Context: an optimization exercise on an open-source flow, tuned for small area, a short achievable clock period and few clock cycles per item. The choices shown serve that exercise and are no tape-out recipe. Function was checked by simulation only, so behaviour that the tests miss may differ from the original. Power is estimated from default activity; no workload was simulated.

===== design/flow/config.mk =====
export PLATFORM = sky130hd
export DESIGN_NAME = MPE_multiplier
export DESIGN_NICKNAME = MPE_multiplier
export VERILOG_FILES = /design/flow/design.v
export SDC_FILE = /design/flow/constraint.sdc
export NUM_CORES = 4
export LEC_CHECK = 0
export CAP_MARGIN = 20
export CORE_AREA = 10 10 790 790
export DIE_AREA = 0 0 800 800
export GPL_TIMING_DRIVEN = 0
export SETUP_SLACK_MARGIN = 0.7
export SLEW_MARGIN = 20

===== design/flow/constraint.sdc =====
create_clock -name core_clock -period 5.0 [get_ports {clock}]
set_input_delay 1.0000 -clock core_clock [delete_from_list [all_inputs] [get_ports {clock}]]
set_output_delay 1.0000 -clock core_clock [all_outputs]
set_load 0.01 [all_outputs]

===== design/flow/design.v =====
module MPE_multiplier(
	input clock,
	input reset,
    input [(16 - 1) : 0] weight_val,
    input weight_abs,
    input [(8 * 8 * 16 - 1) : 0] input_vals_flat,
    input enable,
    output [(8 * 8 * 24 - 1) : 0] output_vals_flat,
    output out_ready
);
	localparam K = 4;
	localparam N = 8 * 8;
	localparam IW = 16;
	localparam OW = 24;
	localparam WR = IW - K;
	localparam GRP = 8;           
	localparam NG = N / GRP;
	genvar g, l;
	for (g = 0; g < NG; g = g + 1) begin : GROUP
		reg rdy;                  
		reg [WR - 1 : 0] wrem;    
		reg [K - 1 : 0] chunkq;   
		wire zero = reset | (rdy & enable & weight_abs);
		wire sel_in = rdy & enable & !reset;
		wire sel_sh = !rdy & !reset;
		wire [K - 1 : 0] chunk = ({K{rdy}} & weight_val[K - 1 : 0]) | chunkq;
		wire [WR - 1 : 0] wnext = rdy ? weight_val[IW - 1 : K] : (wrem >> K);
		wire busy = (wnext != 0) & (!rdy | enable) & !reset;    
		always @(posedge clock) begin
			rdy <= !busy;
			wrem <= wnext;
			chunkq <= busy ? wnext[K - 1 : 0] : {K{1'b0}};
		end
		for (l = g * GRP; l < (g + 1) * GRP; l = l + 1) begin : LANE
			reg [OW - 1 : 0] acc;       
			reg [3 : 1] acc_k;       
			reg [OW - 1 : K] sreg;      
			wire [OW - 1 : 0] op = ({OW{sel_in}} & {{(OW - IW){1'b0}}, input_vals_flat[l * IW +: IW]}) | ({OW{sel_sh}} & {sreg, {K{1'b0}}});
			wire [OW - 1 : 0] bs = zero ? {OW{1'b0}} : acc;
			wire [3 : 1] bk = zero ? {3{1'b0}} : acc_k;
			wire [OW - 1 : 0] pp0 = chunk[0] ? (op << 0) : {OW{1'b0}};
			wire [OW - 1 : 0] pp1 = chunk[1] ? (op << 1) : {OW{1'b0}};
			wire [OW - 1 : 0] pp2 = chunk[2] ? (op << 2) : {OW{1'b0}};
			wire [OW - 1 : 0] pp3 = chunk[3] ? (op << 3) : {OW{1'b0}};
			wire t1 = bs[3] ^ pp0[3];
			wire t2 = bs[3] & pp0[3];
			wire t3 = bs[4] ^ pp0[4] ^ pp1[4];
			wire t4 = (bs[4] & pp0[4]) | (bs[4] & pp1[4]) | (pp0[4] & pp1[4]);
			wire t5 = bs[5] ^ pp0[5] ^ pp1[5];
			wire t6 = (bs[5] & pp0[5]) | (bs[5] & pp1[5]) | (pp0[5] & pp1[5]);
			wire t7 = bs[6] ^ pp0[6] ^ pp1[6];
			wire t8 = (bs[6] & pp0[6]) | (bs[6] & pp1[6]) | (pp0[6] & pp1[6]);
			wire t9 = bs[7] ^ pp0[7] ^ pp1[7];
			wire t10 = (bs[7] & pp0[7]) | (bs[7] & pp1[7]) | (pp0[7] & pp1[7]);
			wire t11 = bs[8] ^ pp0[8] ^ pp1[8];
			wire t12 = (bs[8] & pp0[8]) | (bs[8] & pp1[8]) | (pp0[8] & pp1[8]);
			wire t13 = bs[9] ^ pp0[9] ^ pp1[9];
			wire t14 = (bs[9] & pp0[9]) | (bs[9] & pp1[9]) | (pp0[9] & pp1[9]);
			wire t15 = bs[10] ^ pp0[10] ^ pp1[10];
			wire t16 = (bs[10] & pp0[10]) | (bs[10] & pp1[10]) | (pp0[10] & pp1[10]);
			wire t17 = bs[11] ^ pp0[11] ^ pp1[11];
			wire t18 = (bs[11] & pp0[11]) | (bs[11] & pp1[11]) | (pp0[11] & pp1[11]);
			wire t19 = bs[12] ^ pp0[12] ^ pp1[12];
			wire t20 = (bs[12] & pp0[12]) | (bs[12] & pp1[12]) | (pp0[12] & pp1[12]);
			wire t21 = bs[13] ^ pp0[13] ^ pp1[13];
			wire t22 = (bs[13] & pp0[13]) | (bs[13] & pp1[13]) | (pp0[13] & pp1[13]);
			wire t23 = bs[14] ^ pp0[14] ^ pp1[14];
			wire t24 = (bs[14] & pp0[14]) | (bs[14] & pp1[14]) | (pp0[14] & pp1[14]);
			wire t25 = bs[15] ^ pp0[15] ^ pp1[15];
			wire t26 = (bs[15] & pp0[15]) | (bs[15] & pp1[15]) | (pp0[15] & pp1[15]);
			wire t27 = bs[16] ^ pp0[16] ^ pp1[16];
			wire t28 = (bs[16] & pp0[16]) | (bs[16] & pp1[16]) | (pp0[16] & pp1[16]);
			wire t29 = bs[17] ^ pp0[17] ^ pp1[17];
			wire t30 = (bs[17] & pp0[17]) | (bs[17] & pp1[17]) | (pp0[17] & pp1[17]);
			wire t31 = bs[18] ^ pp0[18] ^ pp1[18];
			wire t32 = (bs[18] & pp0[18]) | (bs[18] & pp1[18]) | (pp0[18] & pp1[18]);
			wire t33 = bs[19] ^ pp0[19] ^ pp1[19];
			wire t34 = (bs[19] & pp0[19]) | (bs[19] & pp1[19]) | (pp0[19] & pp1[19]);
			wire t35 = bs[20] ^ pp0[20] ^ pp1[20];
			wire t36 = (bs[20] & pp0[20]) | (bs[20] & pp1[20]) | (pp0[20] & pp1[20]);
			wire t37 = bs[21] ^ pp0[21] ^ pp1[21];
			wire t38 = (bs[21] & pp0[21]) | (bs[21] & pp1[21]) | (pp0[21] & pp1[21]);
			wire t39 = bs[22] ^ pp0[22] ^ pp1[22];
			wire t40 = (bs[22] & pp0[22]) | (bs[22] & pp1[22]) | (pp0[22] & pp1[22]);
			wire t41 = bs[23] ^ pp0[23] ^ pp1[23];
			wire t42 = bs[2] ^ pp0[2];
			wire t43 = bs[2] & pp0[2];
			wire t44 = t1 ^ pp1[3] ^ pp2[3];
			wire t45 = (t1 & pp1[3]) | (t1 & pp2[3]) | (pp1[3] & pp2[3]);
			wire t46 = t2 ^ t3 ^ pp2[4];
			wire t47 = (t2 & t3) | (t2 & pp2[4]) | (t3 & pp2[4]);
			wire t48 = t4 ^ t5 ^ pp2[5];
			wire t49 = (t4 & t5) | (t4 & pp2[5]) | (t5 & pp2[5]);
			wire t50 = t6 ^ t7 ^ pp2[6];
			wire t51 = (t6 & t7) | (t6 & pp2[6]) | (t7 & pp2[6]);
			wire t52 = t8 ^ t9 ^ pp2[7];
			wire t53 = (t8 & t9) | (t8 & pp2[7]) | (t9 & pp2[7]);
			wire t54 = t10 ^ t11 ^ pp2[8];
			wire t55 = (t10 & t11) | (t10 & pp2[8]) | (t11 & pp2[8]);
			wire t56 = t12 ^ t13 ^ pp2[9];
			wire t57 = (t12 & t13) | (t12 & pp2[9]) | (t13 & pp2[9]);
			wire t58 = t14 ^ t15 ^ pp2[10];
			wire t59 = (t14 & t15) | (t14 & pp2[10]) | (t15 & pp2[10]);
			wire t60 = t16 ^ t17 ^ pp2[11];
			wire t61 = (t16 & t17) | (t16 & pp2[11]) | (t17 & pp2[11]);
			wire t62 = t18 ^ t19 ^ pp2[12];
			wire t63 = (t18 & t19) | (t18 & pp2[12]) | (t19 & pp2[12]);
			wire t64 = t20 ^ t21 ^ pp2[13];
			wire t65 = (t20 & t21) | (t20 & pp2[13]) | (t21 & pp2[13]);
			wire t66 = t22 ^ t23 ^ pp2[14];
			wire t67 = (t22 & t23) | (t22 & pp2[14]) | (t23 & pp2[14]);
			wire t68 = t24 ^ t25 ^ pp2[15];
			wire t69 = (t24 & t25) | (t24 & pp2[15]) | (t25 & pp2[15]);
			wire t70 = t26 ^ t27 ^ pp2[16];
			wire t71 = (t26 & t27) | (t26 & pp2[16]) | (t27 & pp2[16]);
			wire t72 = t28 ^ t29 ^ pp2[17];
			wire t73 = (t28 & t29) | (t28 & pp2[17]) | (t29 & pp2[17]);
			wire t74 = t30 ^ t31 ^ pp2[18];
			wire t75 = (t30 & t31) | (t30 & pp2[18]) | (t31 & pp2[18]);
			wire t76 = t32 ^ t33 ^ pp2[19];
			wire t77 = (t32 & t33) | (t32 & pp2[19]) | (t33 & pp2[19]);
			wire t78 = t34 ^ t35 ^ pp2[20];
			wire t79 = (t34 & t35) | (t34 & pp2[20]) | (t35 & pp2[20]);
			wire t80 = t36 ^ t37 ^ pp2[21];
			wire t81 = (t36 & t37) | (t36 & pp2[21]) | (t37 & pp2[21]);
			wire t82 = t38 ^ t39 ^ pp2[22];
			wire t83 = (t38 & t39) | (t38 & pp2[22]) | (t39 & pp2[22]);
			wire t84 = t40 ^ t41 ^ pp2[23];
			wire t85 = bs[1] ^ pp0[1];
			wire t86 = bs[1] & pp0[1];
			wire t87 = t42 ^ pp1[2] ^ pp2[2];
			wire t88 = (t42 & pp1[2]) | (t42 & pp2[2]) | (pp1[2] & pp2[2]);
			wire t89 = t43 ^ t44 ^ pp3[3];
			wire t90 = (t43 & t44) | (t43 & pp3[3]) | (t44 & pp3[3]);
			wire t91 = t45 ^ t46 ^ pp3[4];
			wire t92 = (t45 & t46) | (t45 & pp3[4]) | (t46 & pp3[4]);
			wire t93 = t47 ^ t48 ^ pp3[5];
			wire t94 = (t47 & t48) | (t47 & pp3[5]) | (t48 & pp3[5]);
			wire t95 = t49 ^ t50 ^ pp3[6];
			wire t96 = (t49 & t50) | (t49 & pp3[6]) | (t50 & pp3[6]);
			wire t97 = t51 ^ t52 ^ pp3[7];
			wire t98 = (t51 & t52) | (t51 & pp3[7]) | (t52 & pp3[7]);
			wire t99 = t53 ^ t54 ^ pp3[8];
			wire t100 = (t53 & t54) | (t53 & pp3[8]) | (t54 & pp3[8]);
			wire t101 = t55 ^ t56 ^ pp3[9];
			wire t102 = (t55 & t56) | (t55 & pp3[9]) | (t56 & pp3[9]);
			wire t103 = t57 ^ t58 ^ pp3[10];
			wire t104 = (t57 & t58) | (t57 & pp3[10]) | (t58 & pp3[10]);
			wire t105 = t59 ^ t60 ^ pp3[11];
			wire t106 = (t59 & t60) | (t59 & pp3[11]) | (t60 & pp3[11]);
			wire t107 = t61 ^ t62 ^ pp3[12];
			wire t108 = (t61 & t62) | (t61 & pp3[12]) | (t62 & pp3[12]);
			wire t109 = t63 ^ t64 ^ pp3[13];
			wire t110 = (t63 & t64) | (t63 & pp3[13]) | (t64 & pp3[13]);
			wire t111 = t65 ^ t66 ^ pp3[14];
			wire t112 = (t65 & t66) | (t65 & pp3[14]) | (t66 & pp3[14]);
			wire t113 = t67 ^ t68 ^ pp3[15];
			wire t114 = (t67 & t68) | (t67 & pp3[15]) | (t68 & pp3[15]);
			wire t115 = t69 ^ t70 ^ pp3[16];
			wire t116 = (t69 & t70) | (t69 & pp3[16]) | (t70 & pp3[16]);
			wire t117 = t71 ^ t72 ^ pp3[17];
			wire t118 = (t71 & t72) | (t71 & pp3[17]) | (t72 & pp3[17]);
			wire t119 = t73 ^ t74 ^ pp3[18];
			wire t120 = (t73 & t74) | (t73 & pp3[18]) | (t74 & pp3[18]);
			wire t121 = t75 ^ t76 ^ pp3[19];
			wire t122 = (t75 & t76) | (t75 & pp3[19]) | (t76 & pp3[19]);
			wire t123 = t77 ^ t78 ^ pp3[20];
			wire t124 = (t77 & t78) | (t77 & pp3[20]) | (t78 & pp3[20]);
			wire t125 = t79 ^ t80 ^ pp3[21];
			wire t126 = (t79 & t80) | (t79 & pp3[21]) | (t80 & pp3[21]);
			wire t127 = t81 ^ t82 ^ pp3[22];
			wire t128 = (t81 & t82) | (t81 & pp3[22]) | (t82 & pp3[22]);
			wire t129 = t83 ^ t84 ^ pp3[23];
			wire [OW - 1 : 0] rs = {t128, t126, t124, t122, t120, t118, t116, t114, t112, t110, t108, t106, t104, t102, t100, t98, t96, t94, t92, t90, t88, t86, t85, bs[0]};
			wire [OW - 1 : 0] rc = {t129, t127, t125, t123, t121, t119, t117, t115, t113, t111, t109, t107, t105, t103, t101, t99, t97, t95, t93, t91, t89, t87, pp1[1], pp0[0]};
			wire [6 : 0] blk0;
			wire [5 : 0] ra0 = rs[5:0], rb0 = rc[5:0];
			wire a0_g0_0 = ra0[0] & rb0[0];
			wire a0_p0_0 = ra0[0] ^ rb0[0];
			wire a0_g1_0 = ra0[1] & rb0[1];
			wire a0_p1_0 = ra0[1] ^ rb0[1];
			wire a0_g2_0 = ra0[2] & rb0[2];
			wire a0_p2_0 = ra0[2] ^ rb0[2];
			wire a0_g3_0 = ra0[3] & rb0[3];
			wire a0_p3_0 = ra0[3] ^ rb0[3];
			wire a0_g4_0 = ra0[4] & rb0[4];
			wire a0_p4_0 = ra0[4] ^ rb0[4];
			wire a0_g5_0 = ra0[5] & rb0[5];
			wire a0_p5_0 = ra0[5] ^ rb0[5];
			wire a0_G1_1 = a0_g1_0 | (a0_p1_0 & a0_g0_0);
			wire a0_P1_1 = a0_p1_0 & a0_p0_0;
			wire a0_G3_1 = a0_g3_0 | (a0_p3_0 & a0_g2_0);
			wire a0_P3_1 = a0_p3_0 & a0_p2_0;
			wire a0_G5_1 = a0_g5_0 | (a0_p5_0 & a0_g4_0);
			wire a0_P5_1 = a0_p5_0 & a0_p4_0;
			wire a0_G2_2 = a0_g2_0 | (a0_p2_0 & a0_G1_1);
			wire a0_P2_2 = a0_p2_0 & a0_P1_1;
			wire a0_G3_2 = a0_G3_1 | (a0_P3_1 & a0_G1_1);
			wire a0_P3_2 = a0_P3_1 & a0_P1_1;
			wire a0_G4_3 = a0_g4_0 | (a0_p4_0 & a0_G3_2);
			wire a0_P4_3 = a0_p4_0 & a0_P3_2;
			wire a0_G5_3 = a0_G5_1 | (a0_P5_1 & a0_G3_2);
			wire a0_P5_3 = a0_P5_1 & a0_P3_2;
			assign blk0[0] = a0_p0_0 ^ 1'b0;
			assign blk0[1] = a0_p1_0 ^ a0_g0_0;
			assign blk0[2] = a0_p2_0 ^ a0_G1_1;
			assign blk0[3] = a0_p3_0 ^ a0_G2_2;
			assign blk0[4] = a0_p4_0 ^ a0_G3_2;
			assign blk0[5] = a0_p5_0 ^ a0_G4_3;
			assign blk0[6] = a0_G5_3;
			wire [6 : 0] blk1;
			wire [5 : 0] ra1 = rs[11:6], rb1 = rc[11:6];
			wire a1_g0_0 = ra1[0] & rb1[0];
			wire a1_p0_0 = ra1[0] ^ rb1[0];
			wire a1_g1_0 = ra1[1] & rb1[1];
			wire a1_p1_0 = ra1[1] ^ rb1[1];
			wire a1_g2_0 = ra1[2] & rb1[2];
			wire a1_p2_0 = ra1[2] ^ rb1[2];
			wire a1_g3_0 = ra1[3] & rb1[3];
			wire a1_p3_0 = ra1[3] ^ rb1[3];
			wire a1_g4_0 = ra1[4] & rb1[4];
			wire a1_p4_0 = ra1[4] ^ rb1[4];
			wire a1_g5_0 = ra1[5] & rb1[5];
			wire a1_p5_0 = ra1[5] ^ rb1[5];
			wire a1_G0_1 = a1_g0_0 | (a1_p0_0 & bk[1]);
			wire a1_G2_1 = a1_g2_0 | (a1_p2_0 & a1_g1_0);
			wire a1_P2_1 = a1_p2_0 & a1_p1_0;
			wire a1_G4_1 = a1_g4_0 | (a1_p4_0 & a1_g3_0);
			wire a1_P4_1 = a1_p4_0 & a1_p3_0;
			wire a1_G1_2 = a1_g1_0 | (a1_p1_0 & a1_G0_1);
			wire a1_G2_2 = a1_G2_1 | (a1_P2_1 & a1_G0_1);
			wire a1_G5_2 = a1_g5_0 | (a1_p5_0 & a1_G4_1);
			wire a1_P5_2 = a1_p5_0 & a1_P4_1;
			wire a1_G3_3 = a1_g3_0 | (a1_p3_0 & a1_G2_2);
			wire a1_G4_3 = a1_G4_1 | (a1_P4_1 & a1_G2_2);
			wire a1_G5_3 = a1_G5_2 | (a1_P5_2 & a1_G2_2);
			assign blk1[0] = a1_p0_0 ^ bk[1];
			assign blk1[1] = a1_p1_0 ^ a1_G0_1;
			assign blk1[2] = a1_p2_0 ^ a1_G1_2;
			assign blk1[3] = a1_p3_0 ^ a1_G2_2;
			assign blk1[4] = a1_p4_0 ^ a1_G3_3;
			assign blk1[5] = a1_p5_0 ^ a1_G4_3;
			assign blk1[6] = a1_G5_3;
			wire [6 : 0] blk2;
			wire [5 : 0] ra2 = rs[17:12], rb2 = rc[17:12];
			wire a2_g0_0 = ra2[0] & rb2[0];
			wire a2_p0_0 = ra2[0] ^ rb2[0];
			wire a2_g1_0 = ra2[1] & rb2[1];
			wire a2_p1_0 = ra2[1] ^ rb2[1];
			wire a2_g2_0 = ra2[2] & rb2[2];
			wire a2_p2_0 = ra2[2] ^ rb2[2];
			wire a2_g3_0 = ra2[3] & rb2[3];
			wire a2_p3_0 = ra2[3] ^ rb2[3];
			wire a2_g4_0 = ra2[4] & rb2[4];
			wire a2_p4_0 = ra2[4] ^ rb2[4];
			wire a2_g5_0 = ra2[5] & rb2[5];
			wire a2_p5_0 = ra2[5] ^ rb2[5];
			wire a2_G0_1 = a2_g0_0 | (a2_p0_0 & bk[2]);
			wire a2_G2_1 = a2_g2_0 | (a2_p2_0 & a2_g1_0);
			wire a2_P2_1 = a2_p2_0 & a2_p1_0;
			wire a2_G4_1 = a2_g4_0 | (a2_p4_0 & a2_g3_0);
			wire a2_P4_1 = a2_p4_0 & a2_p3_0;
			wire a2_G1_2 = a2_g1_0 | (a2_p1_0 & a2_G0_1);
			wire a2_G2_2 = a2_G2_1 | (a2_P2_1 & a2_G0_1);
			wire a2_G5_2 = a2_g5_0 | (a2_p5_0 & a2_G4_1);
			wire a2_P5_2 = a2_p5_0 & a2_P4_1;
			wire a2_G3_3 = a2_g3_0 | (a2_p3_0 & a2_G2_2);
			wire a2_G4_3 = a2_G4_1 | (a2_P4_1 & a2_G2_2);
			wire a2_G5_3 = a2_G5_2 | (a2_P5_2 & a2_G2_2);
			assign blk2[0] = a2_p0_0 ^ bk[2];
			assign blk2[1] = a2_p1_0 ^ a2_G0_1;
			assign blk2[2] = a2_p2_0 ^ a2_G1_2;
			assign blk2[3] = a2_p3_0 ^ a2_G2_2;
			assign blk2[4] = a2_p4_0 ^ a2_G3_3;
			assign blk2[5] = a2_p5_0 ^ a2_G4_3;
			assign blk2[6] = a2_G5_3;
			wire [6 : 0] blk3;
			wire [5 : 0] ra3 = rs[23:18], rb3 = rc[23:18];
			wire a3_g0_0 = ra3[0] & rb3[0];
			wire a3_p0_0 = ra3[0] ^ rb3[0];
			wire a3_g1_0 = ra3[1] & rb3[1];
			wire a3_p1_0 = ra3[1] ^ rb3[1];
			wire a3_g2_0 = ra3[2] & rb3[2];
			wire a3_p2_0 = ra3[2] ^ rb3[2];
			wire a3_g3_0 = ra3[3] & rb3[3];
			wire a3_p3_0 = ra3[3] ^ rb3[3];
			wire a3_g4_0 = ra3[4] & rb3[4];
			wire a3_p4_0 = ra3[4] ^ rb3[4];
			wire a3_g5_0 = ra3[5] & rb3[5];
			wire a3_p5_0 = ra3[5] ^ rb3[5];
			wire a3_G0_1 = a3_g0_0 | (a3_p0_0 & bk[3]);
			wire a3_G2_1 = a3_g2_0 | (a3_p2_0 & a3_g1_0);
			wire a3_P2_1 = a3_p2_0 & a3_p1_0;
			wire a3_G4_1 = a3_g4_0 | (a3_p4_0 & a3_g3_0);
			wire a3_P4_1 = a3_p4_0 & a3_p3_0;
			wire a3_G1_2 = a3_g1_0 | (a3_p1_0 & a3_G0_1);
			wire a3_G2_2 = a3_G2_1 | (a3_P2_1 & a3_G0_1);
			wire a3_G5_2 = a3_g5_0 | (a3_p5_0 & a3_G4_1);
			wire a3_P5_2 = a3_p5_0 & a3_P4_1;
			wire a3_G3_3 = a3_g3_0 | (a3_p3_0 & a3_G2_2);
			wire a3_G4_3 = a3_G4_1 | (a3_P4_1 & a3_G2_2);
			wire a3_G5_3 = a3_G5_2 | (a3_P5_2 & a3_G2_2);
			assign blk3[0] = a3_p0_0 ^ bk[3];
			assign blk3[1] = a3_p1_0 ^ a3_G0_1;
			assign blk3[2] = a3_p2_0 ^ a3_G1_2;
			assign blk3[3] = a3_p3_0 ^ a3_G2_2;
			assign blk3[4] = a3_p4_0 ^ a3_G3_3;
			assign blk3[5] = a3_p5_0 ^ a3_G4_3;
			assign blk3[6] = a3_G5_3;
			always @(posedge clock) begin
				acc <= {blk3[5:0], blk2[5:0], blk1[5:0], blk0[5:0]};
				acc_k[1] <= blk0[6];
				acc_k[2] <= blk1[6];
				acc_k[3] <= blk2[6];
				sreg <= op[OW - 1 - K : 0];
			end
			assign output_vals_flat[l * OW +: OW] = acc + (({17'd0, acc_k[1]} << 6) | ({11'd0, acc_k[2]} << 12) | ({5'd0, acc_k[3]} << 18));
		end
	end
	assign out_ready = GROUP[0].rdy;
endmodule

===== design/flow/flow/run.sh =====
#!/bin/bash
# Layout flow: the standard flow (standard.sh) with two changes:
#  - after synthesis, flow/polar.py rewrites the netlist so that fewer inverters
#    sit between full adders (a full adder of inverted inputs gives inverted
#    outputs); registers and all other cells are untouched;
#  - ports are buffered with buf_2 instead of the default delay buffer.
# Each step's full output goes to a log file of its own in this folder.
set -euo pipefail
W=$PWD
R=$W/orfs/results/$FLOW_PLATFORM/MPE_multiplier/base
bash standard.sh "$R/1_2_yosys.v" > synth.log 2>&1
cp "$R/1_2_yosys.v" "$W/1_2_yosys.standard.v"
python3 flow/polar.py "$W/1_2_yosys.standard.v" "$R/1_2_yosys.v" > polar.log 2>&1
export BUFFER_PORTS_ARGS="-buffer_cell sky130_fd_sc_hd__buf_2"
# more rounds of antenna repair after detailed routing (default 5)
export MAX_REPAIR_ANTENNAS_ITER_DRT=15
bash standard.sh finish > layout.log 2>&1

===== design/flow/flow/polar.py =====
#!/usr/bin/env python3
"""Full-adder polarity pass on a Yosys gate netlist (sky130hd).

A full adder is self-dual: FA(~a,~b,~c) = (~sum, ~cout). Synthesis often
leaves inverters between full adders; this pass chooses, for every full
adder, whether it computes its outputs true or inverted, so that as few
inverters as possible are needed, and then rebuilds the inverters.
Registers and all other cells are left as they are.

usage: polar.py IN.v OUT.v  (POLAR_SWEEPS sets the annealing length)
"""
import re, sys, collections

OUTPINS = {"X", "Y", "Q", "Q_N", "SUM", "COUT", "HI", "LO"}
src = open(sys.argv[1]).read()

inst_re = re.compile(r"^  (sky130_fd_sc_hd__\w+) (\S+)\s+\((.*?)\n  \);\n", re.S | re.M)
pin_re = re.compile(r"\.(\w+)\(([^()]*)\)")

first = None
insts = []  # [type, name, [(pin, net)], span]
for m in inst_re.finditer(src):
    if first is None:
        first = m.start()
    pins = [(p, n.strip()) for p, n in pin_re.findall(m.group(3))]
    insts.append([m.group(1), m.group(2), pins, m.span()])
head = src[:first]
tail = src[insts[-1][3][1]:]
# text between instances (should be empty)
gaps = [src[insts[i][3][1]:insts[i + 1][3][0]] for i in range(len(insts) - 1)]
assert all(g.strip() == "" for g in gaps), "unexpected text between cells"
assert "sky130_fd_sc_hd__" not in tail and "sky130_fd_sc_hd__" not in head, "cells outside the parsed list"

ports_out = set()
for m in re.finditer(r"^\s*output\s+(\[(\d+):(\d+)\]\s+)?(\S+)\s*;", head, re.M):
    if m.group(1):
        hi, lo = int(m.group(2)), int(m.group(3))
        for i in range(min(hi, lo), max(hi, lo) + 1):
            ports_out.add(f"{m.group(4)}[{i}]")
    else:
        ports_out.add(m.group(4))

is_inv = lambda t: re.fullmatch(r"sky130_fd_sc_hd__(clk)?inv_\d+", t) is not None
is_fa = lambda t: re.fullmatch(r"sky130_fd_sc_hd__fa_\d+", t) is not None

driver = {}
for k, (t, n, pins, _) in enumerate(insts):
    for p, net in pins:
        if p in OUTPINS:
            driver[net] = (k, p)

# inverters that drive an output port stay as they are (their input is a load)
fixed_inv = set()
for k, (t, n, pins, _) in enumerate(insts):
    if is_inv(t):
        out = dict(pins)["Y"]
        if out in ports_out:
            fixed_inv.add(k)

root_cache = {}
def root(net):
    if net in root_cache:
        return root_cache[net]
    d = driver.get(net)
    if d is not None and is_inv(insts[d[0]][0]) and d[0] not in fixed_inv:
        r, p = root(dict(insts[d[0]][2])["A"])
        res = (r, p ^ 1)
    else:
        res = (net, 0)
    root_cache[net] = res
    return res

# loads: (inst index, pin index) -> (root, pol)
loads = []
for k, (t, n, pins, _) in enumerate(insts):
    if is_inv(t) and k not in fixed_inv:
        continue
    for pi, (p, net) in enumerate(pins):
        if p in OUTPINS:
            continue
        if net.startswith("1'") or net == "":
            continue
        loads.append((k, pi, *root(net)))

fa_ids = [k for k, ins in enumerate(insts) if is_fa(ins[0])]
# cells whose output polarity can be swapped for another cell of the same inputs
SWAP = {
    "nand2_1": ("and2_1", 2.5024), "and2_1": ("nand2_1", -2.5024),
    "nor2_1": ("or2_1", 2.5024), "or2_1": ("nor2_1", -2.5024),
    "xor2_1": ("xnor2_1", 0.0), "xnor2_1": ("xor2_1", 0.0),
    "nand3_1": ("and3_1", 1.2512), "and3_1": ("nand3_1", -1.2512),
    "nor3_1": ("or3_1", 1.2512), "or3_1": ("nor3_1", -1.2512),
    "a21oi_1": ("a21o_1", 2.5024), "a21o_1": ("a21oi_1", -2.5024),
    "o21ai_1": ("o21a_1", 2.5024), "o21a_1": ("o21ai_1", -2.5024),
    "o21ai_0": ("o21a_1", 2.5024),
    "a22oi_1": ("a22o_1", 1.2512), "a22o_1": ("a22oi_1", -1.2512),
    "o22ai_1": ("o22a_1", 2.5024), "o22a_1": ("o22ai_1", -2.5024),
    "mux2i_1": ("mux2_1", 1.2512), "mux2_1": ("mux2i_1", -1.2512),
    "xnor3_1": ("xor3_1", 1.2512), "xor3_1": ("xnor3_1", -1.2512),
}
INV_AREA = 3.7536
sw_ids = [k for k, ins in enumerate(insts) if ins[0][17:] in SWAP]
flip = collections.defaultdict(int)  # inst -> 0/1
fixed_fa = set()
for k in fa_ids:
    for p, net in insts[k][2]:
        if p in OUTPINS and net in ports_out:
            fixed_fa.add(k)
# root -> fa driving it
root_fa = {}
for k in fa_ids:
    for p, net in insts[k][2]:
        if p in OUTPINS:
            root_fa[net] = k
# per root: list of loads
by_root = collections.defaultdict(list)
for li, (k, pi, r, p) in enumerate(loads):
    by_root[r].append(li)
# port nets count as loads that need the true value
port_need = collections.Counter()

def need(li):
    k, pi, r, p = loads[li]
    fr = flip[root_fa[r]] if r in root_fa else 0
    fj = flip[k] if is_fa(insts[k][0]) else 0
    return fr ^ p ^ fj

cnt = {r: sum(need(li) for li in lst) for r, lst in by_root.items()}
# an output port net that is a root whose driver flips needs an inverter we cannot place
def cost_root(r):
    return 1 if cnt.get(r, 0) > 0 else 0

fa_in = {k: [li for li in range(0)] for k in fa_ids}
for li, (k, pi, r, p) in enumerate(loads):
    if k in fa_in:
        fa_in[k].append(li)
fa_out = {k: [net for p, net in insts[k][2] if p in OUTPINS] for k in fa_ids}
for k in sw_ids:
    fa_out[k] = [net for p, net in insts[k][2] if p in OUTPINS]
    fa_in[k] = []
    for p, net in insts[k][2]:
        if p in OUTPINS:
            root_fa[net] = k
            if net in ports_out:
                fixed_fa.add(k)

def delta(k):
    # change in number of inverters if fa k flips
    d = 0
    touched = {}
    for r in fa_out[k]:
        if r not in by_root:
            continue
        new = len(by_root[r]) - cnt[r]
        touched[r] = new
    for li in fa_in[k]:
        r = loads[li][2]
        base = touched.get(r, cnt[r])
        touched[r] = base + (-1 if need(li) else 1)
    for r, new in touched.items():
        d += INV_AREA * ((1 if new > 0 else 0) - (1 if cnt[r] > 0 else 0))
    if k in SWAPCOST:
        d += SWAPCOST[k] * (-1 if flip[k] else 1)
    return d, touched

SWAPCOST = {k: SWAP[insts[k][0][17:]][1] for k in sw_ids}
before = sum(1 for r in cnt if cnt[r] > 0)
import random, math
random.seed(1)
movable = [k for k in fa_ids + sw_ids if k not in fixed_fa]
def apply(k, touched):
    flip[k] ^= 1
    for r, new in touched.items():
        cnt[r] = new
# greedy first, then annealing, then greedy again
def greedy():
    rounds = 0
    changed = True
    while changed and rounds < 50:
        changed = False
        rounds += 1
        for k in movable:
            d, touched = delta(k)
            if d < -1e-9:
                apply(k, touched)
                changed = True
    return rounds
rounds = greedy()
SWEEPS = int(__import__("os").environ.get("POLAR_SWEEPS", "60"))
T0, T1 = 4.0, 0.05
cur = INV_AREA * sum(1 for r in cnt if cnt[r] > 0) + sum(SWAPCOST[k] for k in sw_ids if flip[k])
best = cur
best_flip = dict(flip)
for sw in range(SWEEPS):
    T = T0 * (T1 / T0) ** (sw / max(1, SWEEPS - 1))
    random.shuffle(movable)
    for k in movable:
        d, touched = delta(k)
        if d < 1e-9 or random.random() < math.exp(-d / T):
            apply(k, touched)
            cur += d
            if cur < best - 1e-9:
                best = cur
                best_flip = dict(flip)
# restore best
for k in movable:
    if flip[k] != best_flip.get(k, 0):
        d, touched = delta(k)
        apply(k, touched)
rounds += greedy()
after = sum(1 for r in cnt if cnt[r] > 0)
sys.stderr.write(f"polar: {len(fa_ids)} full adders, {sum(flip[k] for k in fa_ids)} flipped, {sum(flip[k] for k in sw_ids)} cells swapped, "
                 f"inverters {before} -> {after} (was {sum(1 for i in insts if is_inv(i[0]))} cells) in {rounds} rounds\n")

# rebuild
existing_inv = {}  # root -> output net of a kept inverter driven straight by root
new_wires = []
new_cells = []
keep = [True] * len(insts)
for k, (t, n, pins, _) in enumerate(insts):
    if is_inv(t) and k not in fixed_inv:
        keep[k] = False
serial = [0]
def inv_net(r):
    if r in existing_inv:
        return existing_inv[r]
    serial[0] += 1
    w = f"_polar_n{serial[0]}_"
    new_wires.append(w)
    new_cells.append(("sky130_fd_sc_hd__inv_1", f"_polar_i{serial[0]}_", [("A", r), ("Y", w)]))
    existing_inv[r] = w
    return w
for li, (k, pi, r, p) in enumerate(loads):
    q = need(li)
    net = inv_net(r) if q else r
    pname = insts[k][2][pi][0]
    insts[k][2][pi] = (pname, net)
def outpin(cell):
    # output pin of the swappable cells: inverting ones and xnor2 name it Y, the others X
    c = cell[17:]
    return "Y" if (c.startswith(("nand", "nor", "xnor2", "mux2i")) or "oi_" in c or "ai_" in c) else "X"
for k in sw_ids:
    if flip[k]:
        old_t = insts[k][0]
        new_t = "sky130_fd_sc_hd__" + SWAP[old_t[17:]][0]
        po, pn = outpin(old_t), outpin(new_t)
        insts[k][2] = [((pn if p == po else p), net) for p, net in insts[k][2]]
        insts[k][0] = new_t
# every net with a load must have exactly one driver
drv_chk = collections.Counter()
load_chk = set()
for k, (t, n, pins, _) in enumerate(insts):
    if not keep[k]:
        continue
    for p, net in pins:
        (drv_chk.__setitem__(net, drv_chk[net] + 1) if p in OUTPINS else load_chk.add(net))
for t, n, pins in new_cells:
    for p, net in pins:
        (drv_chk.__setitem__(net, drv_chk[net] + 1) if p in OUTPINS else load_chk.add(net))
for net in load_chk:
    if drv_chk[net] == 0 and not re.match(r"(\\?input_vals_flat|weight_val)\[|1'|clock$|reset$|enable$|weight_abs$", net):
        raise SystemExit(f"polar: net {net} has a load but no driver")
for net, c in drv_chk.items():
    assert c == 1, f"polar: net {net} has {c} drivers"
def fmt(t, n, pins):
    esc = lambda net: net + " " if net.startswith("\\") and " " not in net else net
    body = ",\n".join(f"    .{p}({esc(net)})" for p, net in pins)
    return f"  {t} {n} (\n{body}\n  );\n"
# fa outputs keep their nets; flipping an FA means its physical outputs are inverted,
# which the load polarities above already account for.
out = [head.rstrip("\n") + "\n"]
for w in new_wires:
    out.append(f"  wire {w};\n")
for k, (t, n, pins, _) in enumerate(insts):
    if keep[k]:
        out.append(fmt(t, n, pins))
for t, n, pins in new_cells:
    out.append(fmt(t, n, pins))
out.append(tail)
open(sys.argv[2], "w").write("".join(out))

===== design/flow/standard.sh =====
#!/bin/bash
# synth_recipe.tcl (not shown) runs the flow's synth.tcl, then flattens the netlist and writes it again
# the make line also repeats each setting of config.mk as NAME=value (left out here)
make -C /OpenROAD-flow-scripts/flow DESIGN_CONFIG=/design/flow/config.mk WORK_HOME=/design/flow/orfs CLKGATE_MAP_FILE= SYNTH_SCRIPT=/design/flow/synth_recipe.tcl "${@:-finish}"

==> results of run 1 <==
-- path summary, 6_finish.rpt --
path	startpoint	endpoint	slack [ns]	cells after the start
worst min-delay path	input_vals_flat[259]	GROUP[2].LANE[16].sreg[7]	0.20	3
worst max-delay path	reset	GROUP[3].LANE[26].acc_k[3]	0.29	21
worst min register to register	GROUP[2].LANE[22].sreg[19]	GROUP[2].LANE[22].sreg[23]	0.46	2
worst max register to register	GROUP[2].rdy	GROUP[2].LANE[20].acc[10]	0.37	17
-- layout make-up --
type | instances | area [um^2] | area share
antenna | 318 | 796 | 0.00224
buffer | 1500 | 15500 | 0.0437
clock buffer | 608 | 12200 | 0.0343
clock inverter | 142 | 1830 | 0.00516
inverter | 2643 | 9920 | 0.0280
multi-input combinational | 20368 | 211000 | 0.596
sequential | 3112 | 62400 | 0.176
tap | 8064 | 10100 | 0.0285
timing repair buffer | 4248 | 30400 | 0.0859
-- sequential cells by signal, summed over array words and instances (netlist names) --
signal and cells:
GROUP.chunkq 32, GROUP.LANE.acc_k 192, GROUP.wrem 64, GROUP.LANE.acc 1536
GROUP.LANE.sreg 1280, GROUP.rdy 8
-- worst max-delay path, stage by stage --
cell and delay (ns):
buf_16 0.16, nor2b_4 0.08, buf_12 0.16, and2_4 0.24
buf_6 0.13, buf_12 0.14, buf_6 0.12, buf_12 0.14
buf_6 0.11, a22o_4 0.27, and2_4 0.17, fa_1 0.45
fa_1 0.53, fa_2 0.48, fa_2 0.41, a21o_1 0.20
a21oi_2 0.20, buf_4 0.14, o21bai_1 0.05, a21o_1 0.19
a21o_1 0.17
-- per-stage QoR --
| stage | worst slack, ns | TNS, ns | util | cells |
|---|---|---|---|---|
| floorplan | 0.0987 | 0 | - | 27621 |
| global placement | -3.62 | -4114.79 | 0.495 | 38259 |
| detailed placement | -2.49 | -2083.46 | 0.497 | 38286 |
| CTS | 0.291 | 0 | 0.527 | 39081 |
| global route | 0.255 | 0 | 0.584 | 40910 |
| finish | 0.289 | 0 | 0.584 | 41003 |
-- repair_timing --
item,in CTS,in global routing
cloned,5,88
gates resized for setup,1070,5801
endpoints found under the setup margin,1894,1492
pin swaps,31,2726
buffers inserted,40,1515
-- layer usage --
layer | wire length, um | part of all wire
met4 | 163000 | 0.12
met3 | 132000 | 0.096
met1 | 485000 | 0.35
met5 | 1120 | 0.00082
met2 | 590000 | 0.43
-- power breakdown --
part	total, mW	internal, mW	switching [mW]
Sequential	33.0	28.4	4.64
Clock	32.0	18.6	13.3
Combinational	40.8	15.1	25.7
==> out/metrics.yaml, run 1 <==
outcome: "finished clean"
ir_worst_vdd_uv: 286
gp_congestion: 1.03
cp-end-kind: "register"
io_pins: 2581
timing.fmax_mhz: 212
wl_per_cell_um: 33.4
num-fill-cells: 52730
grt_setup_unrepaired: "true"
clk_pin_slew_ns: 0.07
fp.dieArea_um2: 640000
clock_tree.root_cell: "clkbuf_16"
dieHeight_um: 800
postRouteWirelength_mm: 1370
fin_skew_ns: 0.0507
worstPathMaxFanout: 6
crit_path_start_kind: "primary input"
grt_busiest_layer: "met2"
critPathArrivalTime_ns: 5.66
fin_area_um2: 354000
drive_gt1_frac: 0.301
grt_pass1_vias: 228816
area_growth_pct: 28.6
viasPerCell: 5.54
drc: 0
use_met2: 0.614
period_share: 0.942
place.port_buffers: 2574
postSynthCellCount: 27621
grtUsageTotal: 0.407
grt_pass1_wl_mm: 1810
start_util: 0.454
layout_common_cells: "fa_1 (3737), nand2_1 (3534), dfxtp_1 (3060), and2_1 (2632), buf_2 (2591)"
grt_max_degree: 15
fin_crit_ns: 4.71
core_area_um2: 607000
clock_path_buffers: 4
ctsHtreeMaxLevel: 5
clk_latency_ns: 1.06
synth.avg_cell_area_um2: 9.98
grt_overflow: 0
ant_nets: 0
rows: 286
clock_sinks: 3112
p_total_mw: 106
syn_area_um2: 276000
drv_slew: 0
yosys_warnings: 1
max_cap_viol_count: 0
critPathKind: "primary input to register"
p_leak_nw: 181
met1_usage: 0.475
first_iter_violations: 19098
syn_nets: 34937
placed_area_um2: 301000
use_met3: 0.106
hpwl_mm: 1100
final_common_cell: "fa_1"
final_nets: 39597
holdWs_ns: 0.199
p_per_area_nw_per_um2: 298
drtPass1Iterations: 6
numCtsBuffers: 408
antenna_found_initial: 320
cts_tree: "done"
tightestPinTransition_ns: 1.30
vias: 227199
slew-limit-headroom: 0.131
finalHoldViolCount: 0
holdBufCountCts: 0
critPathRequiredTime_ns: 5.95
die_w_um: 800
hp-class: "primary input to register"
setup_viol: 0
Testbench counts, summed over its fixed seeds: cycles 20,753, items 12,000.
==> inputs of run 2 (changes only) <==
--- a/design/flow/config.mk
+++ b/design/flow/config.mk
@@ -10,4 +10,3 @@
 export DIE_AREA = 0 0 800 800
-export GPL_TIMING_DRIVEN = 0
-export SETUP_SLACK_MARGIN = 0.7
+export SETUP_SLACK_MARGIN = 0.5
 export SLEW_MARGIN = 20
==> run 2 against run 1 <==
Compared with the run above: flip-flop and latch count unchanged; utilization is 0.57 points lower; die area is the same; sequential share of layout area is 0.16 points higher; cell count is 3.4% higher; critical endpoint is now GROUP[5].LANE[43].acc[10]; combinational power shrank 5.9%; via count is 3.0% lower; synthesized cell count unchanged; clock skew grew 0.016 ns; count of clock-buffer cells in the layout is 9 higher; largest cell class unchanged; setup slack gained 0.11 ns; cell area is 0.98% lower; highest routed layer unchanged.
==> out/metrics.yaml, run 2 <==
numCtsBuffers: 412  # was 408
timing.fmax_mhz: 217  # was 212 MHz
fp.dieArea_um2: 640000  # unchanged
tightestPinTransition_ns: 1.25  # was 1.30 ns
crit_path_start_kind: "primary input"  # unchanged
layout_common_cells: "fa_1 (4315), buf_4 (4072), nand2_1 (3688), dfxtp_1 (3099), and2_1 (2862)"  # was fa_1 (3737), nand2_1 (3534), dfxtp_1 (3060), and2_1 (2632), buf_2 (2591)
crit_top_cell: "fa_1"
switchingPower_mw: 40.5  # was 43.7 mW
vias: 220455  # was 227199
gp_congestion: 1.03  # about the same
hp-class: "primary input to register"  # unchanged
first_iter_violations: 15235  # was 19098
final_common_cell: "fa_1"  # unchanged
start_util: 0.454  # unchanged
critPathRequiredTime_ns: 5.95  # about the same
syn_nets: 34937  # unchanged
p_leak_nw: 185  # was 181 nW
rows: 286  # unchanged
synth.avg_cell_area_um2: 9.98  # unchanged
final_nets: 40936  # was 39597
largest-register: "GROUP.LANE.acc"  # unchanged
holdWs_ns: 0.208  # was 0.199 ns
fin_crit_ns: 4.60  # was 4.71 ns
num-fill-cells: 53048  # was 52730
grt_max_degree: 60  # was 15
cp_num_buf_inv: 8  # unchanged
clock_sinks: 3112  # unchanged
p_per_area_nw_per_um2: 293  # was 298 nW/um^2
period_share: 0.921  # was 0.942
slew-limit-headroom: 0.163  # was 0.131
cts_tree: "done"  # unchanged
clock_path_buffers: 4  # unchanged
viasPerCell: 5.20  # was 5.54
place.port_buffers: 2580  # was 2574
grt_pass1_vias: 233495  # was 228816
outcome: "finished clean"  # unchanged
die_w_um: 800  # unchanged
critPathKind: "primary input to register"  # unchanged
cpPeakStageDelay_ns: 0.55  # was 0.53 ns
critPathArrivalTime_ns: 5.56  # was 5.66 ns
grtUsageTotal: 0.351  # was 0.407
drtPass1Iterations: 6  # unchanged
io_pins: 2581  # unchanged
antenna_found_initial: 360  # was 320
tns_ns: 0  # unchanged
hpwl_mm: 953  # was 1100 mm
drv_slew: 0  # unchanged
yosys_warnings: 1  # unchanged
finalHoldViolCount: 0  # unchanged
grt_setup_unrepaired: "true"  # unchanged
core_area_um2: 607000  # unchanged
setup_viol: 0  # unchanged
drive_gt1_frac: 0.263  # was 0.301
ctsHtreeMaxLevel: 5  # unchanged
drc: 0  # unchanged
syn_area_um2: 276000  # unchanged
wl_per_cell_um: 27.2  # was 33.4 um
ant_nets: 0  # unchanged
largest_register_ff_count: 1536  # unchanged
cellInternalPower_mw: 62.3  # was 62.1 mW
crit_chain: "buf_8 -> nor2b_4 -> buf_12 -> buf_16 -> and2_4 -> buf_12 -> clkbuf_16 -> buf_12 -> a22o_4 -> and2_1 -> fa_1 -> fa_1 -> fa_1 -> fa_2 -> a21o_1 -> a21oi_2 -> inv_1 -> fa_1 -> inv_1 -> xnor2_1"  # was buf_16 -> nor2b_4 -> buf_12 -> and2_4 -> buf_6 -> buf_12 -> buf_6 -> buf_12 -> buf_6 -> a22o_4 -> and2_4 -> fa_1 -> fa_1 -> fa_2 -> fa_2 -> a21o_1 -> a21oi_2 -> buf_4 -> o21bai_1 -> a21o_1 -> a21o_1
cp-end-kind: "register"  # unchanged
dieHeight_um: 800  # unchanged
share_comb_of_total_power: 0.373  # was 0.386
grt_pass1_wl_mm: 1630  # was 1810 mm
setup_slack_ns: 0.395  # was 0.289 ns
clock_tree.root_cell: "clkbuf_16"  # unchanged
critPathSlowestCell: "fa_1"  # unchanged
clk_latency_ns: 1.05  # was 1.06 ns
crit_family: "adder cells"  # unchanged
postRouteWirelength_mm: 1150  # was 1370 mm
p_clk_frac: 0.310  # was 0.302
seqPwrFrac: 0.317  # was 0.312
fin_skew_ns: 0.0668  # was 0.0507 ns
switching_share: 0.394  # was 0.413
area_growth_pct: 27.3  # was 28.6%
max_cap_viol_count: 0  # unchanged
postSynthCellCount: 27621  # unchanged
ir_worst_vdd_uv: 283  # was 286 uV
final_core_util: 0.579  # was 0.584
reg_top3: "GROUP.LANE.acc (1536), GROUP.LANE.sreg (1280), GROUP.LANE.acc_k (192)"  # unchanged
worstPathMaxFanout: 5  # was 6
grt_overflow: 0  # unchanged
clk_pin_slew_ns: 0.06  # was 0.07 ns
place_ws_ns: -0.711  # was -2.49 ns
[run 2: worst paths after layout]
path                                                   to  depth (start not counted)  slack, ns                      start
worst max-delay path            GROUP[5].LANE[43].acc[10]                         20       0.40                     enable
worst min-delay path            GROUP[0].LANE[3].sreg[15]                          2       0.21        input_vals_flat[59]
worst max register to register   GROUP[0].LANE[1].acc[16]                         16       0.47               GROUP[0].rdy
worst min register to register  GROUP[0].LANE[3].sreg[15]                          1       0.46  GROUP[0].LANE[3].sreg[11]
[run 2: metrics by stage]
step                cells  total power [mW]  cell area [um^2]
finish              42396               103            351000
detailed placement  41024              70.0            328000
global placement    41024              69.4            328000
floorplan           27621              49.8            277000
CTS                 41834               103            345000
global route        42260               107            351000
[run 2: what timing repair did]
action | CTS | global route
gates cloned | 11 | 45
buffers inserted | 34 | 156
pin swaps | 50 | 554
gates resized for setup | 290 | 682
hold endpoints to repair | 0 | 0
endpoints found under the setup margin | 492 | 575
hold buffers | 0 | 0
[run 2: power by group through the flow]
stage / Sequential [mW] / Combinational (mW) / Clock (mW)
6_report: 32.6 / 38.4 / 31.9
5_1_grt: 33.0 / 41.1 / 33.3
4_1_cts: 32.4 / 37.7 / 32.4
3_5_place_dp: 32.8 / 37.2 / 0
3_3_place_gp: 32.8 / 36.6 / 0
2_1_floorplan: 31.1 / 18.7 / 0
[run 2: final cells by class]
| type | count | area (um^2) | area share |
|---|---|---|---|
| multi-input combinational | 20369 | 201000 | 0.574 |
| sequential | 3112 | 62300 | 0.178 |
| timing repair buffer | 7082 | 52100 | 0.148 |
| clock buffer | 617 | 12200 | 0.0347 |
| tap | 8064 | 10100 | 0.0287 |
| inverter | 2643 | 9920 | 0.0283 |
| clock inverter | 148 | 2010 | 0.00573 |
| antenna | 361 | 903 | 0.00257 |
[run 2: layer usage]
layer	track usage	vias up	routed length (um)
met5	0	-	1030
met2	0.543	8207	513000
met3	0.0844	2417	95500
li1	-	98355	-
met1	0.411	111314	422000
met4	0.301	162	122000
==> inputs of run 3 (changes only) <==
==> design/flow/run.sh (new file) <==
#!/bin/bash
# synth_recipe.tcl (not shown) runs the flow's synth.tcl, then flattens the netlist and writes it again
# the make line also repeats each setting of config.mk as NAME=value (left out here)
make -C /OpenROAD-flow-scripts/flow DESIGN_CONFIG=/design/flow/config.mk WORK_HOME=/design/flow/orfs CLKGATE_MAP_FILE= SYNTH_SCRIPT=/design/flow/synth_recipe.tcl finish
removed: design/flow/flow/run.sh
removed: design/flow/flow/polar.py
removed: design/flow/standard.sh
==> run 3 against run 2 <==
Compared with the run above: highest routed layer unchanged; critical endpoint is now output_vals_flat[641]; clock power down 2%; utilization up 4.4 points; worst hold slack better by 0.27 ns.
==> out/metrics.yaml, run 3 <==
cts_tree: "done"  # unchanged
viasPerCell: 5.12  # was 5.20
synth.top_cells.by_count: "inv_1 (6213), nand2_1 (5251), fa_1 (4608), dfxtp_1 (3112), nor2_1 (1919)"
crit_chain: "ha_1 -> and3_1 -> a21oi_1 -> buf_4 -> nand2b_1 -> xnor2_1 -> dlygate4sd2_1"  # was buf_8 -> nor2b_4 -> buf_12 -> buf_16 -> and2_4 -> buf_12 -> clkbuf_16 -> buf_12 -> a22o_4 -> and2_1 -> fa_1 -> fa_1 -> fa_1 -> fa_2 -> a21o_1 -> a21oi_2 -> inv_1 -> fa_1 -> inv_1 -> xnor2_1
cp-end-kind: "primary output"  # was register
hp-class: "register to register"  # was primary input to register
yosysMostFrequentCell: "inv_1"
worst-r2r-setup-slack_ns: 0.46  # was 0.47 ns
grt_max_degree: 63  # was 60
multiInputGateArea_um2: 200000  # was 201000 um^2
core_area_um2: 607000  # unchanged
synth-xor-area-share: 0.0669
yosys_warnings: 1  # unchanged
grt_pass1_wl_mm: 1730  # was 1630 mm
placed_area_um2: 352000  # was 328000 um^2
antenna_found_initial: 288  # was 360
synth_edf_count: 0
yosysTopAreaCell: "fa_1"
fin_crit_ns: 4.60  # about the same
critPathSlowestCell: "dlygate4sd2_1"  # was fa_1
vias: 235394  # was 220455
place.port_buffers: 2580  # unchanged
reg2reg_from: "GROUP[7].rdy"  # was GROUP[0].rdy
numCtsBuffers: 410  # was 412
tightestPinTransition_ns: 1.29  # was 1.25 ns
syn_nets: 38507  # was 34937
largest-register: "GROUP.LANE.acc"  # unchanged
syn_area_um2: 285000  # was 276000 um^2
clock_tree.root_cell: "clkbuf_16"  # unchanged
async_flop_share: 0
synth_top_family_by_area: "adder cells"
first_iter_violations: 15979  # was 15235
layout_common_cells: "inv_1 (6149), nand2_1 (5233), fa_1 (4278), buf_4 (4230), dfxtp_1 (3090)"  # was fa_1 (4315), buf_4 (4072), nand2_1 (3688), dfxtp_1 (3099), and2_1 (2862)
num-fill-cells: 51996  # was 53048
final_common_cell: "inv_1"  # was fa_1
clk_latency_ns: 1.07  # was 1.05 ns
worstPathMaxFanout: 4  # was 5
period_share: 0.920  # was 0.921
io_pins: 2581  # unchanged
rows: 286  # unchanged
synth-compound-area-share: 0.0607
clk_pin_slew_ns: 0.07  # was 0.06 ns
holdBufCountCts: 0  # unchanged
min_path_cells: 2  # unchanged
fin_area_um2: 378000  # was 351000 um^2
ir_worst_vdd_uv: 292  # was 283 uV
drtPass1Iterations: 6  # unchanged
final_nets: 44749  # was 40936
reg_top3: "GROUP.LANE.acc (1536), GROUP.LANE.sreg (1280), GROUP.LANE.acc_k (192)"  # unchanged
clock_sinks: 3112  # unchanged
start_util: 0.470  # was 0.454
postRouteWirelength_mm: 1230  # was 1150 mm
critPathKind: "register to primary output"  # was primary input to register
synthAdderAreaFrac: 0.397
drv_slew: 0  # unchanged
synth_top_area_frac: 0.324
critPathRequiredTime_ns: 4.00  # was 5.95 ns
grt_overflow: 0  # unchanged
synth_ff_type: "dfxtp_1"
crit_path_start_kind: "register"  # was primary input
fin_skew_ns: 0.0587  # was 0.0668 ns
holdWs_ns: 0.474  # was 0.208 ns
die_w_um: 800  # unchanged
rr_worst_depth: 17  # was 16
ctsHtreeMaxLevel: 5  # unchanged
wl_per_cell_um: 26.8  # was 27.2 um
ant_nets: 0  # unchanged
p_leak_nw: 193  # was 185 nW
cpPeakStageDelay_ns: 0.67  # was 0.55 ns
grt_busiest_layer: "met2"  # unchanged
tns_ns: 0  # unchanged
min-delay-start: "GROUP[0].LANE[7].sreg[19]"  # was input_vals_flat[59]
synth.avg_cell_area_um2: 9.13  # was 9.98 um^2
fp.dieArea_um2: 640000  # unchanged
slew-limit-headroom: 0.137  # was 0.163
ys_seq_elements: 3112
clock_path_buffers: 4  # unchanged
area_growth_pct: 32.6  # was 27.3%
muxShareOfSynthArea: 0.00239
final_cell_count_no_fill: 46002  # was 42396
use_met2: 0.574  # was 0.543
cp_num_buf_inv: 2  # was 8
met1_usage: 0.427  # was 0.411
largest_register_ff_count: 1536  # unchanged
ff_latch_area_um2: 62300  # about the same
dieHeight_um: 800  # unchanged
setup_viol: 0  # unchanged
critPathArrivalTime_ns: 3.60  # was 5.56 ns
grt_pass1_vias: 248293  # was 233495
hpwl_mm: 1010  # was 953 mm
crit_family: "buffers and inverters"  # was adder cells
timing.fmax_mhz: 217  # about the same
outcome: "finished clean"  # unchanged
gp_congestion: 1.02  # was 1.03
r2r_end: "GROUP[7].LANE[56].acc[15]"  # was GROUP[0].LANE[1].acc[16]
postSynthCellCount: 31191  # was 27621
ys_seq_area_frac: 0.219
synthSimpleGateAreaFrac: 0.146
finalHoldViolCount: 0  # unchanged
grtUsageTotal: 0.374  # was 0.351
grt_setup_unrepaired: "true"  # unchanged
drive_gt1_frac: 0.190  # was 0.263
max_cap_viol_count: 0  # unchanged
dp.cells: 44701  # was 41024
use_met3: 0.110  # was 0.0844
ys_top_cells_by_area: "fa_1 (32%), dfxtp_1 (22%), inv_1 (8.2%)"
p_per_area_nw_per_um2: 287  # was 293 nW/um^2
synth_cell_types: 44
whs_endpoint: "GROUP[0].LANE[7].sreg[23]"  # was GROUP[0].LANE[3].sreg[15]
drc: 0  # unchanged
## run 3: cell types whose count changed in the layout (fill, tap and decap cells not counted), sizes merged, moves of 30 or more
cell / previous run / this run
and2: 2899 / 1355
and3: 284 / 360
buf: 7035 / 4730
clkbuf: 660 / 690
clkdlybuf4s15: 0 / 70
clkdlybuf4s50: 0 / 2185
diode: 361 / 172
dlygate4sd2: 0 / 115
dlymetal6s2s: 0 / 148
inv: 2654 / 6222
nand2: 3704 / 5251
nand3: 482 / 406
nor2: 1731 / 1920
or2: 188 / 0
## run 3: layer usage
metal | vias to the layer above | part of all wire
met1 | 118041 | 0.36
met4 | 192 | 0.11
met3 | 2776 | 0.091
met5 | - | 0.0015
met2 | 8592 | 0.44
li1 | 105793 | -
## run 3: worst max-delay path by stage
stage / from / to / slack, ns / depth (start not counted)
after floorplan: weight_val[0] / GROUP[2].LANE[18].acc[10] / 0.16 / 15
after global placement: enable / GROUP[7].LANE[57].acc_k[2] / -0.62 / 19
after detailed placement: enable / GROUP[3].LANE[25].acc[16] / -0.66 / 20
after CTS: GROUP[5].LANE[42].acc[12] / output_vals_flat[1027] / 0.19 / 7
after global routing: GROUP[3].LANE[30].acc[6] / output_vals_flat[740] / 0.33 / 9
final: GROUP[3].LANE[26].acc[12] / output_vals_flat[641] / 0.40 / 7
## run 3: tightest hold or removal path: stages, from the launching register on
cell	delay, ns
dfxtp_1	0.30
nand2_1	0.06
inv_1	0.07
## run 3: final cells by class
class	instances	share of cell area
timing repair buffer	7324	0.180
tap	8064	0.0267
clock buffer	620	0.0327
inverter	6213	0.0618
clock inverter	125	0.00394
sequential	3112	0.165
antenna	172	0.00114
multi-input combinational	20372	0.529
## run 3: per-stage QoR
step	power (mW)	setup WS (ns)	util
after floorplan	50.6	0.159	-
after global placement	74.6	-0.623	0.580
after detailed placement	75.2	-0.660	0.580
after CTS	107	0.188	0.606
after global routing	113	0.326	0.622
final	108	0.399	0.622
## run 3: kinds of logic after synthesis
family / Yosys count
AO/OA/AOI/OAI: 2276
XOR/XNOR: 2176
adder cells (fa/ha/maj): 6272
buffers and inverters: 7713
flip-flops: 3112
multiplexers: 64
AND/OR/NAND/NOR: 9578
## run 3: timing repair
action                     CTS  global route
pin swaps                   66           522
buffers inserted            19           293
setup endpoints to repair  823          1144
cloned                       0            72
gates resized for setup    845          1223
## run 3: power by group
group,switching (mW),internal [mW],leakage (nW)
registers,4.49,28.4,25.5
clock network,13.0,18.4,6.84
logic,25.0,19.0,160

-- separate check: timing with driven ports --
Ports are ideal in the flow. The routed layouts listed here were re-timed in OpenROAD. Step 1, drivers: a clkbuf_16 drives clock and a buf_2 each remaining input, both assumed. Step 2 adds t to the input delays and takes it off the output delays; t is the mean of the earliest and latest rising clock arrival at the registers after step 1. Input paths then give back, and output paths get back, about the clock's delay inside the block. a / b / c = ideal / step 1 / step 2; a / b = the first two.
| run | t, ns | slack for setup (ns) | hold WS [ns] | slew at the worst register clock pin (ns) | pins driven straight from the clock port |
|---|---|---|---|---|---|
| run 1 | 1.194 | 0.289 / 0.038 / -1.156 | 0.199 / 0.080 / 0.465 | 0.07 / 0.07 | 1 |
| run 2 | 1.163 | 0.395 / 0.354 / -0.799 | 0.208 / 0.110 / 0.462 | 0.07 / 0.07 | 1 |
| run 3 | 1.190 | 0.399 / 0.246 / -0.611 | 0.474 / 0.452 / 0.474 | 0.07 / 0.07 | 1 |
Met with ideal ports but missed after step 2: setup timing in every run listed. For run 1, which loses most, drivers alone change the setup slack by -0.251 ns; drivers and shift together by -1.445 ns.
